Source: an optimization exercise on an open RTL-to-GDS flow (aim: small area). Production flows keep margins and buffers that such runs may drop. At most, simulation tests tie the RTL to the original design; equivalence was not proved. Power is estimated from default activity; no workload was simulated.

## CPU
module CPU (
    input clk,
    input rst,
    input botao_ligar_agora,
    input botao_enviar_agora,
    input [17:0] instrucao_completa,
    output reg flag_clear_memoria,
    output reg flag_escrever,
    output [7:0] lcd_data,
    output lcd_rs,
    output lcd_rw,
    output lcd_e,
    output lcd_on,
    output lcd_blon
);
Size: about 910 cells after synthesis, roughly 360 flip-flops, ~11000 sq um of cells after synthesis.
==> module CPU, before the edit <==
module CPU (
    input clk,
    input rst,
    input botao_ligar_agora,
    input botao_enviar_agora,
    input [17:0] instrucao_completa,
    output reg flag_clear_memoria,
    output reg flag_escrever,
    output [7:0] lcd_data,
    output lcd_rs,
    output lcd_rw,
    output lcd_e,
    output lcd_on,
    output lcd_blon
);
    assign lcd_on = 1'b1;
    assign lcd_blon = 1'b1;
    localparam OP_LOAD = 3'b000;
    localparam OP_ADD = 3'b001;
    localparam OP_ADDI = 3'b010;
    localparam OP_SUB = 3'b011;
    localparam OP_SUBI = 3'b100;
    localparam OP_MUL = 3'b101;
    localparam OP_CLEAR = 3'b110;
    localparam OP_DISPLAY = 3'b111;
    localparam S_DESLIGADO = 2'd0,
               S_AGUARDANDO = 2'd1,
               S_EXECUTANDO = 2'd2;
    reg [1:0] estado;
    reg sistema_ligado;
    wire flag_ligar, flag_enviar;
    debounce_Botao detector_ligar (
        .clk(clk), .rst(rst),
        .botaoAgora(botao_ligar_agora), .botaoPressionado(flag_ligar)
    );
    debounce_Botao detector_enviar (
        .clk(clk), .rst(rst),
        .botaoAgora(botao_enviar_agora), .botaoPressionado(flag_enviar)
    );
    always @(posedge clk) begin
        if (rst)
            sistema_ligado <= 1'b0;
        else if (flag_ligar)
            sistema_ligado <= ~sistema_ligado;
    end
    always @(posedge clk) begin
        if (~sistema_ligado)
            estado <= S_DESLIGADO;
        else begin
            case (estado)
                S_DESLIGADO: estado <= S_AGUARDANDO;
                S_AGUARDANDO: if (flag_enviar) estado <= S_EXECUTANDO;
                S_EXECUTANDO: estado <= S_AGUARDANDO;
                default: estado <= estado;
            endcase
        end
    end
    wire [2:0] opcode_chaves = instrucao_completa[17:15];
    always @(*) begin
        flag_clear_memoria = (estado == S_EXECUTANDO) && (opcode_chaves == OP_CLEAR);
        flag_escrever = (estado == S_EXECUTANDO) && !(opcode_chaves[2] && opcode_chaves[1]);
    end
    wire inicia = sistema_ligado && (estado == S_AGUARDANDO) && flag_enviar;
    reg [17:0] ir;
    always @(posedge clk)
        if (inicia) ir <= instrucao_completa;
    wire [2:0] op = ir[17:15];
    wire [3:0] rd = ir[14:11];
    wire [3:0] ra = ir[10:7];
    wire [3:0] rb = ir[3:0];
    wire sgn = ir[6];
    wire [5:0] mag = ir[5:0];
    reg [3:0] fase;         
    reg pendente, rodando;
    always @(posedge clk) begin
        if (~sistema_ligado) begin
            fase <= 4'd0;
            pendente <= 1'b0;
            rodando <= 1'b0;
        end else begin
            fase <= fase + 4'd1;
            if (fase == 4'd15) begin
                rodando <= pendente;
                pendente <= inicia;
            end else if (inicia)
                pendente <= 1'b1;
        end
    end
    wire quer_captura;
    reg captura;
    wire le_sinal = quer_captura && (fase == 4'd15) && !captura;
    always @(posedge clk) begin
        if (~sistema_ligado)
            captura <= 1'b0;
        else if (fase == 4'd15)
            captura <= le_sinal;
    end
    wire [3:0] end_lcd;
    wire bit_a, bit_b;
    wire soma, prod;
    wire leitura_lcd = quer_captura | captura;
    wire limpa = ~sistema_ligado | (rodando && op == OP_CLEAR);
    wire escreve = rodando && (op[2] == 1'b0 || op[1] == 1'b0);
    wire m_k = (fase < 4'd6) ? mag[fase[2:0]] : 1'b0;
    reg x, y, inv;
    reg sinal_lcd;
    always @(*) begin
        x = bit_a; y = m_k; inv = sgn;
        case (op)
            OP_LOAD: begin x = 1'b0; y = m_k; inv = sgn; end
            OP_ADD:  begin x = bit_a; y = bit_b; inv = 1'b0; end
            OP_ADDI: begin x = bit_a; y = m_k; inv = sgn; end
            OP_SUB:  begin x = bit_a; y = bit_b; inv = 1'b1; end
            OP_SUBI: begin x = bit_a; y = m_k; inv = ~sgn; end
            default: begin x = 1'b0; y = prod; inv = sgn; end
        endcase
        if (captura) begin
            x = 1'b0; y = bit_a; inv = sinal_lcd;
        end
    end
    always @(posedge clk)
        if (le_sinal) sinal_lcd <= bit_a;
    ula ula (
        .clk(clk),
        .ativo(rodando | captura),
        .carga_carry(le_sinal ? bit_a : inv),
        .x(x), .y(y), .inv(inv),
        .mag(mag), .a_mul(bit_a),
        .s(soma), .p(prod)
    );
    memoria banco_memoria (
        .clk(clk),
        .clear(limpa),
        .escreve(escreve),
        .endereco_escrita(rd),
        .bit_escrita(soma),
        .endereco_a(leitura_lcd ? end_lcd : ra),
        .endereco_b(rb),
        .bit_a(bit_a),
        .bit_b(bit_b)
    );
    lcd displayLCD (
        .clk(clk),
        .reset(~sistema_ligado),
        .sinal_start(flag_enviar),
        .entrada_op(op),
        .entrada_end(op == OP_CLEAR ? 4'd0 : rd),
        .captura(captura),
        .bit_valor(soma),
        .le_sinal(le_sinal),
        .bit_sinal(bit_a),
        .quer_captura(quer_captura),
        .end_atual(end_lcd),
        .saida_dados(lcd_data),
        .lcd_rs(lcd_rs),
        .lcd_rw(lcd_rw),
        .lcd_e(lcd_e)
    );
endmodule
==> flow/config.mk <==
export PLATFORM = sky130hd
export DESIGN_NAME = CPU
export DESIGN_NICKNAME = CPU
export VERILOG_FILES = /design/flow/design.v
export SDC_FILE = /design/flow/constraint.sdc
export NUM_CORES = 4
export LEC_CHECK = 0
export CAP_MARGIN = 20
export CORE_MARGIN = 2
export CORE_UTILIZATION = 40
export CTS_CLUSTER_DIAMETER = 80
export CTS_CLUSTER_SIZE = 25
export PLACE_DENSITY = 0.6
export SLEW_MARGIN = 20
==> flow/constraint.sdc <==
create_clock -name core_clock -period 18.0 [get_ports {clk}]
set_input_delay 3.6000 -clock core_clock [delete_from_list [all_inputs] [get_ports {clk}]]
set_output_delay 3.6000 -clock core_clock [all_outputs]
set_load 0.01 [all_outputs]
standard.sh (not shown) runs the stock make flow with config.mk's settings and CLKGATE_MAP_FILE= SYNTH_SCRIPT=/design/flow/synth_recipe.tcl, a recipe that flattens the netlist after the stock synthesis.
==> flow/flow/run.sh <==
#!/bin/bash
# The standard layout (standard.sh), with two changes: the ports are
# buffered with the smallest buffer (buf_1) instead of the default choice,
# and clock tree synthesis inserts no dummy loads. Everything else,
# synthesis included, is the standard flow. Its output goes to
# standard.log in the work folder.
export BUFFER_PORTS_ARGS="-buffer_cell sky130_fd_sc_hd__buf_1"
export CTS_ARGS="-sink_clustering_enable -repair_clock_nets -dont_use_dummy_load -sink_clustering_size 25 -sink_clustering_max_diameter 80"
bash standard.sh > standard.log 2>&1
==> next run, changes <==
--- a/flow/design.v
+++ b/flow/design.v
@@ -360,15 +360,16 @@
     wire limpa = ~sistema_ligado | (rodando && op == OP_CLEAR);
     wire escreve = rodando && (op[2] == 1'b0 || op[1] == 1'b0);
-    wire m_k = (fase < 4'd6) ? mag[fase[2:0]] : 1'b0;
+    wire impulso = (fase == 4'd0);
+    wire a_mul = (op == OP_MUL) ? bit_a : impulso;
     reg x, y, inv;
     reg sinal_lcd;
     always @(*) begin
-        x = bit_a; y = m_k; inv = sgn;
+        x = bit_a; y = prod; inv = sgn;
         case (op)
-            OP_LOAD: begin x = 1'b0; y = m_k; inv = sgn; end
+            OP_LOAD: begin x = 1'b0; y = prod; inv = sgn; end
             OP_ADD:  begin x = bit_a; y = bit_b; inv = 1'b0; end
-            OP_ADDI: begin x = bit_a; y = m_k; inv = sgn; end
+            OP_ADDI: begin x = bit_a; y = prod; inv = sgn; end
             OP_SUB:  begin x = bit_a; y = bit_b; inv = 1'b1; end
-            OP_SUBI: begin x = bit_a; y = m_k; inv = ~sgn; end
+            OP_SUBI: begin x = bit_a; y = prod; inv = ~sgn; end
             default: begin x = 1'b0; y = prod; inv = sgn; end
         endcase
@@ -384,5 +385,5 @@
         .carga_carry(le_sinal ? bit_a : inv),
         .x(x), .y(y), .inv(inv),
-        .mag(mag), .a_mul(bit_a),
+        .mag(mag), .a_mul(a_mul),
         .s(soma), .p(prod)
     );
Result:
- total power stays flat
- synthesized area rose slightly
- setup slack improves by 3.1 ps
- global-route usage climbs by 0.47 points
- sequential cell count stays the same
- maximum frequency barely changes
- wire length rises by a few percent
- clock power stays flat
- final area grows slightly
The RTL of the second run of this note was laid out without a check of its function.

## what the ideal ports hide
The flow's constraints put no driver on any port. The routed layouts listed below were extracted and timed again, unchanged, in two steps.
Step 1 sets driving cells, clkbuf_16 on the clock port and buf_2 on the other inputs (assumed; they add their load-dependent delay and slew).
Step 2 adds t to the input delays and takes it off the output delays; t is the mean of the earliest and latest rising clock arrival at the registers after step 1. Input paths then give back, and output paths get back, about the clock's delay inside the block.
Three values: ideal, step 1, step 2; two values: the first two.
run | shift t [ns] | setup WS [ns] | hold slack, ns | slew at the worst register clock pin (ns) | cell pins on the clock port's net
the first run | 0.528 | 10.312 / 10.291 / 10.291 | 0.302 / 0.302 / 0.302 | 0.09 / 0.09 | 1
the second run | 0.534 | 10.315 / 10.294 / 10.294 | 0.292 / 0.292 / 0.292 | 0.09 / 0.09 | 1
After both steps every run listed still meets setup and hold.
